This design comes from an exercise in tuning for small area and few clock cycles on the open sky130 flow, not from production work. Only simulation tests tie the RTL to the original design; equivalence was not proved. No activity file was given, so power comes from the tool's default toggle rates.

Design rwt_sample_pack, start of the top module:
module rwt_sample_pack #(
  parameter UWIDTH = 56
)(
  input               clk,
  input               aresetn,
  output              s_axi_ready,
  input               s_axi_valid,
  input [3:0]         s_axi_enables,
  input [63:0]        s_axi_data,
  input [UWIDTH-1:0]  s_axi_user,
  input               s_axi_last,
  input               m_axi_ready,
  output              m_axi_valid,
  output [63:0]       m_axi_data,
  output [UWIDTH-1:0] m_axi_user,
  output              m_axi_last
);
Size in the first run: about 210 cells after synthesis, roughly 120 flip-flops, ~250 I/O pins, about 4600 sq um of cells after synthesis.
Settings: LEC_CHECK=0, CAP_MARGIN=5, CORE_MARGIN=2, CORE_UTILIZATION=35, CTS_BUF_LIST=sky130_fd_sc_hd__clkbuf_4, PLACE_DENSITY=0.6, SLEW_MARGIN=5; clock period 4.0 ns.
standard.sh (not shown) runs the stock make flow with config.mk's settings and CLKGATE_MAP_FILE= SYNTH_SCRIPT=/design/flow/synth_recipe.tcl, a recipe that flattens the netlist after the stock synthesis.
==> flow/flow/run.sh <==
#!/bin/bash
# The standard layout, with two changes: every port is buffered by the
# smallest buffer (sky130_fd_sc_hd__buf_1) instead of the one buffer_ports
# picks by default, and before the placement's repair_design, cells off the
# critical paths are downsized (repair_timing -recover_power, in
# flow/pre_resize.tcl); repair_design then fixes any slew or load the
# downsizing broke.
set -euo pipefail
bash standard.sh "BUFFER_PORTS_ARGS=-buffer_cell sky130_fd_sc_hd__buf_1" \
  "PRE_RESIZE_TCL=$(pwd)/flow/pre_resize.tcl" finish > make_finish.log 2>&1
==> flow/flow/pre_resize.tcl <==
# Downsize cells off the critical paths before repair_design.
set_dont_use $::env(DONT_USE_CELLS)
estimate_parasitics -placement
repair_timing -verbose -recover_power 100
Testbench counts at the start, summed over its fixed seeds: cycles 26,703.
Change:
==> flow/flow/run.sh (replaced) <==
#!/bin/bash
# The standard layout, with two changes: every port is buffered by the
# smallest buffer (sky130_fd_sc_hd__buf_1) instead of the one buffer_ports
# picks by default, and after global routing cells off the critical paths are
# downsized (repair_timing -recover_power).
set -euo pipefail
bash standard.sh "BUFFER_PORTS_ARGS=-buffer_cell sky130_fd_sc_hd__buf_1" RECOVER_POWER=100 finish > make_finish.log 2>&1
- CAP_MARGIN: 5 -> 20
- SLEW_MARGIN: 5 -> 20
removed: flow/flow/pre_resize.tcl
=>
- With this change the flow finished but failed the layout checks on capacitance limit, slew limit
- power decreases by 0.65%
- utilization decreases by 0.42 points
- design area decreases by about 0.9%
- fmax decreases by 9.7%
- die area is unchanged
- synthesized area does not change
- worst setup slack loses 0.25 ns
- clock-buffer cell count does not change
- global-route usage decreases by 0.40 points
Change:
==> flow/flow/run.sh (replaced) <==
#!/bin/bash
# The standard layout, with every port buffered by the smallest buffer
# (sky130_fd_sc_hd__buf_1) instead of the one buffer_ports picks by default.
set -euo pipefail
bash standard.sh "BUFFER_PORTS_ARGS=-buffer_cell sky130_fd_sc_hd__buf_1" finish > make_finish.log 2>&1
- ABC_AREA: not set -> 1
With this change the flow finished clean.
Routed wire length goes up by a little under a tenth.
Non-clock buffer count does not change.
Worst setup slack is worse by 0.054 ns.
Clock skew hardly moves.
Area after synthesis goes up by a few percent.
Worst hold slack is worse by 0.016 ns.
Cell count goes up by about a fifth.
Core utilization goes up by 0.82 points.
Global-route usage goes up by 0.90 points.
Clock power goes up by a few percent.
Via count goes up by about a fifth.


rwt_sample_pack, a different RTL version from the one above (not shown whole).
For scale: roughly 270 cells after synthesis, roughly 120 flip-flops, ~0.0040 sq mm of cells after synthesis.
==> flow/config.mk <==
export PLATFORM = sky130hd
export DESIGN_NAME = rwt_sample_pack
export DESIGN_NICKNAME = rwt_sample_pack
export VERILOG_FILES = /design/flow/design.v
export SDC_FILE = /design/flow/constraint.sdc
export NUM_CORES = 4
export LEC_CHECK = 0
export CAP_MARGIN = 20
export CORE_MARGIN = 2
export CORE_UTILIZATION = 35
export CTS_BUF_LIST = sky130_fd_sc_hd__clkbuf_4
export PLACE_DENSITY = 0.6
export SLEW_MARGIN = 20
==> flow/constraint.sdc <==
create_clock -name core_clock -period 4.0 [get_ports {clk}]
set_input_delay 0.8000 -clock core_clock [delete_from_list [all_inputs] [get_ports {clk}]]
set_output_delay 0.8000 -clock core_clock [all_outputs]
set_load 0.01 [all_outputs]
==> flow/flow/run.sh <==
#!/bin/bash
# The standard layout, with these changes:
# - synthesis is the standard one (synth_recipe.tcl, run by flow/synth.tcl)
#   except that ABC maps the combinational logic with flow/abc.script, an
#   area-oriented mapping (amap); the flip-flops are mapped before ABC runs,
#   so they are the standard synthesis's;
# - every port is buffered by the smallest buffer (sky130_fd_sc_hd__buf_1)
#   instead of the one buffer_ports picks by default;
# - the floorplan does not resize cells for timing estimated with wire-load
#   models (REMOVE_ABC_BUFFERS=1; ABC inserted no buffers to remove);
# - clock tree synthesis adds no dummy loads to balance the leaf buffers
#   (CTS_ARGS: the standard arguments plus -dont_use_dummy_load);
# - before the placement's repair_design, cells off the critical paths are
#   downsized (repair_timing -recover_power, flow/pre_resize.tcl).
set -euo pipefail
here=$(pwd)
bash standard.sh "SYNTH_SCRIPT=$here/flow/synth.tcl" \
  "FLOW_SYNTH_TCL=$here/synth_recipe.tcl" "MY_ABC_SCRIPT=$here/flow/abc.script" \
  "BUFFER_PORTS_ARGS=-buffer_cell sky130_fd_sc_hd__buf_1" \
  "PRE_RESIZE_TCL=$here/flow/pre_resize.tcl" REMOVE_ABC_BUFFERS=1 \
  "CTS_ARGS=-sink_clustering_enable -repair_clock_nets -dont_use_dummy_load -buf_list sky130_fd_sc_hd__clkbuf_4" \
  finish > make_finish.log 2>&1
==> flow/flow/abc.script <==
strash
dch -f
amap
topo
==> flow/flow/pre_resize.tcl <==
# Downsize cells off the critical paths before repair_design.
set_dont_use $::env(DONT_USE_CELLS)
estimate_parasitics -placement
repair_timing -verbose -recover_power 100
==> flow/flow/synth.tcl <==
# The standard synthesis (synth_recipe.tcl), with ABC's script replaced.
proc abc {args} {
  set i [lsearch -exact $args -script]
  if { $i >= 0 } {
    lset args [expr {$i + 1}] $::env(MY_ABC_SCRIPT)
  }
  puts "abc with script $::env(MY_ABC_SCRIPT)"
  yosys abc {*}$args
}
source $::env(FLOW_SYNTH_TCL)
Testbench counts at the start, summed over its fixed seeds: cycles 26,703.
Rerun with:
==> flow/flow/run.sh (replaced) <==
#!/bin/bash
# The standard layout, with two changes: every port is buffered by the
# smallest buffer (sky130_fd_sc_hd__buf_1) instead of the one buffer_ports
# picks by default, and before the placement's repair_design, cells off the
# critical paths are downsized (repair_timing -recover_power, in
# flow/pre_resize.tcl); repair_design then fixes any slew or load the
# downsizing broke.
set -euo pipefail
bash standard.sh "BUFFER_PORTS_ARGS=-buffer_cell sky130_fd_sc_hd__buf_1" \
  "PRE_RESIZE_TCL=$(pwd)/flow/pre_resize.tcl" finish > make_finish.log 2>&1
Settings changed: ABC_AREA set to 1.
removed: flow/flow/abc.script
removed: flow/flow/synth.tcl
Register-to-register slack improved by 0.79 ns.
Power is higher by 16%.
Final area is higher by 8.3%.
Hold slack stays flat.
Global-route usage is lower by 0.84 points.
Wire length is higher by 7.5%.
Synthesized area is higher by 9.0%.
Setup slack improved by 0.72 ns.
Sequential power hardly moves.
Critical path depth is lower by 5.
Fmax is higher by 31%.
Rerun with:
==> flow/flow/run.sh (replaced) <==
#!/bin/bash
# The standard layout, with these changes:
# - synthesis is the standard one (synth_recipe.tcl, run by flow/synth.tcl)
#   except that ABC maps the combinational logic with flow/abc.script, an
#   area-oriented mapping (amap); the flip-flops are mapped before ABC runs,
#   so they are the standard synthesis's;
# - every port is buffered by the smallest buffer (sky130_fd_sc_hd__buf_1)
#   instead of the one buffer_ports picks by default;
# - the floorplan does not resize cells for timing estimated with wire-load
#   models (REMOVE_ABC_BUFFERS=1; ABC inserted no buffers to remove);
# - clock tree synthesis adds no dummy loads to balance the leaf buffers
#   (CTS_ARGS: the standard arguments plus -dont_use_dummy_load);
# - before the placement's repair_design, cells off the critical paths are
#   downsized (repair_timing -recover_power, flow/pre_resize.tcl).
set -euo pipefail
here=$(pwd)
bash standard.sh "SYNTH_SCRIPT=$here/flow/synth.tcl" \
  "FLOW_SYNTH_TCL=$here/synth_recipe.tcl" "MY_ABC_SCRIPT=$here/flow/abc.script" \
  "BUFFER_PORTS_ARGS=-buffer_cell sky130_fd_sc_hd__buf_1" \
  "PRE_RESIZE_TCL=$here/flow/pre_resize.tcl" REMOVE_ABC_BUFFERS=1 \
  "CTS_ARGS=-sink_clustering_enable -repair_clock_nets -dont_use_dummy_load -buf_list sky130_fd_sc_hd__clkbuf_4" \
  finish > make_finish.log 2>&1
==> flow/flow/abc.script (new file) <==
strash
dch -f
amap
topo
==> flow/flow/synth.tcl (new file) <==
# The standard synthesis (synth_recipe.tcl), with ABC's script replaced.
proc abc {args} {
  set i [lsearch -exact $args -script]
  if { $i >= 0 } {
    lset args [expr {$i + 1}] $::env(MY_ABC_SCRIPT)
  }
  puts "abc with script $::env(MY_ABC_SCRIPT)"
  yosys abc {*}$args
}
source $::env(FLOW_SYNTH_TCL)
Settings changed: ABC_AREA 1 to unset, CAP_MARGIN 20 to 5, CORE_UTILIZATION 35 to 45, PLACE_DENSITY 0.6 to 0.75, SLEW_MARGIN 20 to 5.
After rerunning: The changed run finished clean. Sequential power is about the same. Maximum frequency came out lower by 5.9%. Worst hold slack is better by 0.013 ns. Wire length drops by 8.9%. Critical path depth grows by 1. Global-route usage goes up by 5.0 points. First-iteration DRC count rose by 84%. Cell count falls by 24%. Die area went down by 28%. Clock skew goes up by 0.022 ns.
Rerun with:
--- a/flow/flow/run.sh
+++ b/flow/flow/run.sh
@@ -9,4 +8,0 @@
-# - the floorplan does not resize cells for timing estimated with wire-load
-#   models (REMOVE_ABC_BUFFERS=1; ABC inserted no buffers to remove);
-# - clock tree synthesis adds no dummy loads to balance the leaf buffers
-#   (CTS_ARGS: the standard arguments plus -dont_use_dummy_load);
@@ -20,3 +16 @@
-  "PRE_RESIZE_TCL=$here/flow/pre_resize.tcl" REMOVE_ABC_BUFFERS=1 \
-  "CTS_ARGS=-sink_clustering_enable -repair_clock_nets -dont_use_dummy_load -buf_list sky130_fd_sc_hd__clkbuf_4" \
-  finish > make_finish.log 2>&1
+  "PRE_RESIZE_TCL=$here/flow/pre_resize.tcl" finish > make_finish.log 2>&1
Settings changed: CAP_MARGIN 5 to 20, CORE_UTILIZATION 45 to 35, PLACE_DENSITY 0.75 to 0.6, SLEW_MARGIN 5 to 20.
- global-route usage drops by 3.9 points
- combinational power climbs by about 1%
- design area climbs by 4.0%
- clock power climbs by 66%
- final cell count climbs by 7.5%
- non-clock buffer count drops by 2
- worst setup slack loses 0.37 ns
- sequential share of layout area drops by 2.2 points
- maximum frequency drops by 13%

==> static timing again, ports no longer ideal <==
The flow's constraints put no driver on any port. The routed layouts listed below were extracted and timed again, unchanged, in two steps.
Step 1: set_driving_cell puts a clkbuf_16 on clk and a buf_2 on each other input, an assumption about the parent block.
Step 2, shift: input delay + t, output delay - t, t = (earliest + latest rising clock arrival at the registers) / 2. This alone moves slack from input paths to output paths.
Slacks: ideal / step 1 / step 2; pairs: ideal / step 1.
run | t (ns) | setup WS [ns] | hold slack, ns | latest minus earliest clock arrival (ns) | cell pins on the clock port's net
the first run of note 1 | 0.552 | 1.643 / 1.621 / 1.480 | 0.430 / 0.426 / 0.592 | 0.015 / 0.016 | 1
the second run of note 1 | 0.527 | 1.390 / 1.399 / 0.872 | 0.452 / 0.448 / 0.590 | 0.015 / 0.016 | 1
the third run of note 1 | 0.546 | 1.337 / 1.303 / 1.353 | 0.436 / 0.424 / 0.589 | 0.015 / 0.015 | 1
the first run of note 2 | 0.531 | 1.008 / 1.010 / 0.488 | 0.444 / 0.438 / 0.463 | 0.032 / 0.032 | 1
the second run of note 2 | 0.546 | 1.724 / 1.696 / 1.194 | 0.447 / 0.439 / 0.481 | 0.016 / 0.017 | 1
the third run of note 2 | 0.483 | 1.582 / 1.558 / 1.105 | 0.460 / 0.460 / 0.460 | 0.048 / 0.047 | 1
the fourth run of note 2 | 0.512 | 1.212 / 1.190 / 1.014 | 0.473 / 0.467 / 0.473 | 0.019 / 0.020 | 1
For the second run of note 2, which loses most, drivers alone change the setup slack by -0.028 ns; drivers and shift together by -0.530 ns.
